Context: an optimization exercise on an open-source flow, tuned for small area. The choices shown serve that exercise and are no tape-out recipe. Function was checked by simulation only, so behaviour that the tests miss may differ from the original. No driver is modelled on the clock port, so clocking that relies on it looks cheaper here than on a real chip. Power figures rest on the tool's default switching activity, not on a simulated workload.

Design mig_controller, start of the top module:
module mig_controller(
    input                   sys_clk,
    input                   rst,
    input                   calib_done,
    output reg              ib_re,
    input       [256 - 1:0] ib_data,
    input       [7 - 1:0]   ib_count,
    input                   ib_valid,
    input                   ib_empty,
    output reg              ob_we,
    output      [128 - 1:0] ob_data,
    input       [7 - 1:0]   ob_count,
    input                   ob_full,
    input                   app_rdy,
    output                  app_en,
    output      [3 - 1:0]   app_cmd,
    output      [30 - 1:0]  app_addr,
    input       [256 - 1:0] app_rd_data,
    input                   app_rd_data_end,
    input                   app_rd_data_valid,
    input                   app_wdf_rdy,
    output reg              app_wdf_wren,
    output      [256 - 1:0] app_wdf_data,
    output                  app_wdf_end,
    output      [32 - 1:0]  app_wdf_mask
);
  ...
Size: ~1200 cells after synthesis, roughly 990 I/O pins, about 17000 um2 of cells after synthesis.
clock: 5.0 ns
lec_check: 0
cap_margin: 20
core_area: 5 5 455 125
die_area: 0 0 460 130
slew_margin: 20
standard.sh (not shown) runs the stock make flow with config.mk's settings and CLKGATE_MAP_FILE= SYNTH_SCRIPT=/design/flow/synth_recipe.tcl, a recipe that flattens the netlist after the stock synthesis.
==> flow/flow/run.sh <==
#!/bin/bash
# Standard ORFS layout with these changes:
#  - port buffers are sky130_fd_sc_hd__buf_1 (every port still gets one),
#  - clock tree built from clkbuf_8 with larger sink clusters, no dummy loads,
#  - after CTS, leaf clock buffers with a slow sink slew become clkbuf_16.
set -euo pipefail
export BUFFER_PORTS_ARGS="-buffer_cell sky130_fd_sc_hd__buf_1"
export CTS_ARGS="-sink_clustering_enable -repair_clock_nets -buf_list sky130_fd_sc_hd__clkbuf_8 -dont_use_dummy_load -sink_clustering_size 16 -sink_clustering_max_diameter 80"
export POST_CTS_TCL="$PWD/flow/post_cts.tcl"
export CLK_LEAF_SLEW_LIMIT=0.112
bash standard.sh > standard.log 2>&1
==> flow/flow/post_cts.tcl <==
# Upsize clock-tree leaf buffers whose flip-flop clock pins see a slow slew,
# then legalize the placement again.
estimate_parasitics -placement
set upsized 0
foreach inst [get_cells -hierarchical clkbuf_leaf_*] {
  if {[get_property $inst ref_name] ne "sky130_fd_sc_hd__clkbuf_8"} { continue }
  set out [get_pins -of_objects $inst -filter "direction==output"]
  set net [get_nets -of_objects $out]
  set worst 0
  foreach p [get_pins -of_objects $net -filter "direction==input"] {
    set s [get_property $p slew_max]
    if {$s > $worst} { set worst $s }
  }
  if {$worst > $::env(CLK_LEAF_SLEW_LIMIT)} {
    replace_cell $inst sky130_fd_sc_hd__clkbuf_16
    incr upsized
  }
}
puts "post_cts: upsized $upsized leaf clock buffers"
if {$upsized > 0} {
  detailed_placement
  check_placement -verbose
  estimate_parasitics -placement
}
==> next run, changes <==
--- a/flow/flow/run.sh
+++ b/flow/flow/run.sh
@@ -2 +2 @@
-# Standard ORFS layout with these changes:
+# Standard ORFS layout with three changes:
@@ -4,2 +4 @@
-#  - clock tree built from clkbuf_8 with larger sink clusters, no dummy loads,
-#  - after CTS, leaf clock buffers with a slow sink slew become clkbuf_16.
+#  - clock tree built from clkbuf_8 with larger sink clusters, no dummy loads.
@@ -9,2 +7,0 @@
-export POST_CTS_TCL="$PWD/flow/post_cts.tcl"
-export CLK_LEAF_SLEW_LIMIT=0.112
CORE_AREA = 5 5 345 345   (was 5 5 455 125)
DIE_AREA = 0 0 350 350   (was 0 0 460 130)
removed: flow/flow/post_cts.tcl
=> Final area is higher by 5.3%; fmax is lower by 5.4%; final cell count is higher by 30%; global-route usage is lower by 12 points; clock power is higher by about 2%; hold slack is better by 0.024 ns; die area is higher by 100%; setup slack is worse by 0.22 ns.
==> next run, changes <==
--- a/flow/flow/run.sh
+++ b/flow/flow/run.sh
@@ -2 +2 @@
-# Standard ORFS layout with three changes:
+# Standard ORFS layout with these changes:
@@ -4 +4,2 @@
-#  - clock tree built from clkbuf_8 with larger sink clusters, no dummy loads.
+#  - clock tree built from clkbuf_8 with larger sink clusters, no dummy loads,
+#  - after CTS, leaf clock buffers with a slow sink slew become clkbuf_16.
@@ -7,0 +9,2 @@
+export POST_CTS_TCL="$PWD/flow/post_cts.tcl"
+export CLK_LEAF_SLEW_LIMIT=0.112
==> flow/flow/post_cts.tcl (new file) <==
# Upsize clock-tree leaf buffers whose flip-flop clock pins see a slow slew,
# then legalize the placement again.
estimate_parasitics -placement
set upsized 0
foreach inst [get_cells -hierarchical clkbuf_leaf_*] {
  if {[get_property $inst ref_name] ne "sky130_fd_sc_hd__clkbuf_8"} { continue }
  set out [get_pins -of_objects $inst -filter "direction==output"]
  set net [get_nets -of_objects $out]
  set worst 0
  foreach p [get_pins -of_objects $net -filter "direction==input"] {
    set s [get_property $p slew_max]
    if {$s > $worst} { set worst $s }
  }
  if {$worst > $::env(CLK_LEAF_SLEW_LIMIT)} {
    replace_cell $inst sky130_fd_sc_hd__clkbuf_16
    incr upsized
  }
}
puts "post_cts: upsized $upsized leaf clock buffers"
if {$upsized > 0} {
  detailed_placement
  check_placement -verbose
  estimate_parasitics -placement
}
CORE_AREA = 5 5 395 145   (was 5 5 345 345)
DIE_AREA = 0 0 400 150   (was 0 0 350 350)
Effect: Sequential power went down by about 0.9%; total power is lower by 2.0%; final cell count fell by 23%; routed wire length came out lower by 22%; synthesized cell count stays the same; die area came out lower by 51%.

[separate check: timing with driven ports]
The results above use ideal ports. As a check the final layouts listed here were re-extracted and re-timed, cells and wires unchanged. Step 1 assumes that a clkbuf_16 drives the clock port and a buf_2 every other input. Step 2 also shifts input and output timing later by t, the mid clock arrival at the registers, as if the neighbouring blocks saw the same clock. Three values: no drivers, after step 1, after step 2; two values: the first two.
run | shift t [ns] | setup WS [ns] | slew at the worst register clock pin (ns) | cell pins on the clock port's net
the first run | 0.718 | 1.175 / 1.123 / 1.841 | 0.12 / 0.12 | 1
the second run | 0.660 | 0.956 / 0.907 / 1.567 | 0.11 / 0.11 | 1
the third run | 0.708 | 1.175 / 1.121 / 1.829 | 0.11 / 0.11 | 1
After both steps every run listed still meets setup and hold.
